Context: an optimization exercise on an open-source flow, tuned for a short achievable clock period and few clock cycles. The choices shown serve that exercise and are no tape-out recipe. The RTL was checked by simulation tests, not by an equivalence proof against the original design. Power figures rest on the tool's default switching activity, not on a simulated workload.

## orange
==> flow/design.v (excerpt) <==
module mips(
    input clk,
    input reset,
    input [31:0] i_inst_rdata,
    input [31:0] m_data_rdata,
    output [31:0] i_inst_addr,
    output [31:0] m_data_addr,
    output [31:0] m_data_wdata,
    output [3:0] m_data_byteen,
    output [31:0] m_inst_addr,
    output w_grf_we,
    output [4:0] w_grf_addr,
    output [31:0] w_grf_wdata,
    output [31:0] w_inst_addr
    );
    reg rst_r;
    always @(posedge clk) rst_r <= reset;
    wire rst_q = reset | rst_r;
    reg [31:0] pc_f;
    reg [31:0] ir, pc_x;
    reg        v_x;
    reg [31:0] m_addr, m_wdata, m_pc, m_res;
    reg [3:0]  m_be;
    reg        m_we, m_lw, m_lh, m_lb;
    reg [4:0]  m_waddr;
    reg [31:0] w_data, w_pc;
    reg        w_we;
    reg [4:0]  w_addr;
    reg [31:0] wo_data;
    reg        wo_we;
    reg [4:0]  wo_addr;
    assign i_inst_addr   = pc_f;
    assign m_data_addr   = m_addr;
    assign m_data_wdata  = m_wdata;
    assign m_data_byteen = m_be;
    assign m_inst_addr   = m_pc;
    assign w_grf_we      = wo_we;
    assign w_grf_addr    = wo_addr;
    assign w_grf_wdata   = wo_data;
    assign w_inst_addr   = w_pc;
    wire [5:0] op = ir[31:26];
    wire [5:0] fn = ir[5:0];
    wire [4:0] rs = ir[25:21];
    wire [4:0] rt = ir[20:16];
    wire [4:0] rd = ir[15:11];
    wire [15:0] imm = ir[15:0];
    wire rtype = (op == 6'b000000);
    wire i_sll  = rtype & (fn == 6'b000000);
    wire i_srl  = rtype & (fn == 6'b000010);
    wire i_sra  = rtype & (fn == 6'b000011);
  ...
Size in the first run: ~14000 cells after synthesis, ~1500 flip-flops, roughly 0.14 mm² of cells after synthesis.
Settings: LEC_CHECK=0, CAP_MARGIN=20, CORE_MARGIN=2, CORE_UTILIZATION=40, SLEW_MARGIN=20; clock period 98.0 ns.
standard.sh (not shown) runs the stock make flow with config.mk's settings and CLKGATE_MAP_FILE= SYNTH_SCRIPT=/design/flow/synth_recipe.tcl, a recipe that flattens the netlist after the stock synthesis.
==> flow/flow/run.sh <==
#!/bin/bash
set -euo pipefail
MARGIN=$(cat flow/margin.txt)
bash standard.sh SETUP_SLACK_MARGIN=$MARGIN finish > flow_standard.log 2>&1
==> flow/flow/margin.txt <==
77
orange completed every stage of the flow, and the final layout passed the timing, design-rule and antenna checks.
Testbench counts of orange, summed over its fixed seeds: cycles 73,465.
Input changes introduced in blue (baseline for comparison: orange):
-- flow/design.v --
<<< orange, line 197
    reg        w_we;
    reg [4:0]  w_addr;
    reg [31:0] wo_data;
    reg        wo_we;
    reg [4:0]  wo_addr;
    assign i_inst_addr   = pc_f;
    assign m_data_addr   = m_addr;
>>> blue, line 197
    reg        w_we;
    reg [4:0]  w_addr;
    assign i_inst_addr   = pc_f;
    assign m_data_addr   = m_addr;
<<< orange, line 205
    assign m_data_byteen = m_be;
    assign m_inst_addr   = m_pc;
    assign w_grf_we      = wo_we;
    assign w_grf_addr    = wo_addr;
    assign w_grf_wdata   = wo_data;
    assign w_inst_addr   = w_pc;
    wire [5:0] op = ir[31:26];
>>> blue, line 202
    assign m_data_byteen = m_be;
    assign m_inst_addr   = m_pc;
    assign w_grf_we      = w_we;
    assign w_grf_addr    = w_addr;
    assign w_grf_wdata   = w_data;
    assign w_inst_addr   = w_pc;
    wire [5:0] op = ir[31:26];
<<< orange, line 382
            m_be <= 4'd0;
            w_we <= 1'b0;
            wo_we <= 1'b0;
        end else begin
            m_be <= go ? be_x : 4'd0;
            w_we <= m_we;
            wo_we <= m_we;
        end
    end
>>> blue, line 379
            m_be <= 4'd0;
            w_we <= 1'b0;
        end else begin
            m_be <= go ? be_x : 4'd0;
            w_we <= m_we;
        end
    end
<<< orange, line 401
            w_addr <= 5'd0;
            w_data <= 32'd0;
            wo_addr <= 5'd0;
            wo_data <= 32'd0;
            w_pc <= 32'd0;
        end else begin
>>> blue, line 396
            w_addr <= 5'd0;
            w_data <= 32'd0;
            w_pc <= 32'd0;
        end else begin
<<< orange, line 420
            w_addr <= m_waddr;
            w_data <= (m_lw | m_lh | m_lb) ? ld_data : m_res;
            wo_addr <= m_waddr;
            wo_data <= (m_lw | m_lh | m_lb) ? ld_data : m_res;
            w_pc <= m_pc;
        end
>>> blue, line 413
            w_addr <= m_waddr;
            w_data <= (m_lw | m_lh | m_lb) ? ld_data : m_res;
            w_pc <= m_pc;
        end
Results
- orange ended with every stage complete and zero timing, DRC or antenna violations.
- blue | stages: all done | timing, DRC, antenna: all pass
- The first element of the critical path comes out wo_data[30] in one run and w_data[7] in the other, namely in orange and blue respectively.
- Taking orange as the reference, in blue half-perimeter wire length of the detailed placement result moved down, area after synthesis level, number of flip-flops and latches level, total number of vias moved up.
- Relative to orange, number of diodes has gone up in blue.
- Summary — number of logic stages on the critical path including buffering, blue relative to orange: lower, by 1.
- The final-layout clock buffer total in blue sits 6.4% below the value recorded for orange.
- Compared blue against orange; synthesized-area fraction occupied by and/or/nand/nor cells within noise.
- As of blue, post-CTS setup buffer count had fallen by a few percent compared to orange.
- Against orange, blue reports a arrival time at the worst endpoint that is higher.
- Power (blue vs. orange) increases by more than a quarter
- Status: via count of the first global-routing pass parity (blue, orange)
Testbench counts of blue, summed over its fixed seeds: cycles 73,465.

what the ideal ports hide:
Ports are ideal in the flow. The routed layouts listed here were re-timed in OpenROAD.
Step 1 (the two cells are an assumption about what drives the block):
set clk [get_ports {clk}]
set_driving_cell -lib_cell sky130_fd_sc_hd__clkbuf_16 $clk
set_driving_cell -lib_cell sky130_fd_sc_hd__buf_2 [delete_from_list [all_inputs] $clk]
Step 2 moves the port delays by t, midway between the first and last clock arrival at a register: inputs arrive t later, outputs are due t later. That takes back most of the time a late clock gives input paths.
Three values: ideal, step 1, step 2; two values: the first two.
run | t (ns) | setup WS [ns] | worst slew at a driven data input, ns
orange | 0.995 | 76.806 / 76.720 / 76.459 | 0.21
blue | 0.994 | 76.789 / 76.706 / 76.303 | 0.07
After both steps setup and hold are still met in every run listed. The setup slack of blue, which loses most, moves by -0.083 ns with the drivers and by -0.486 ns with both steps.
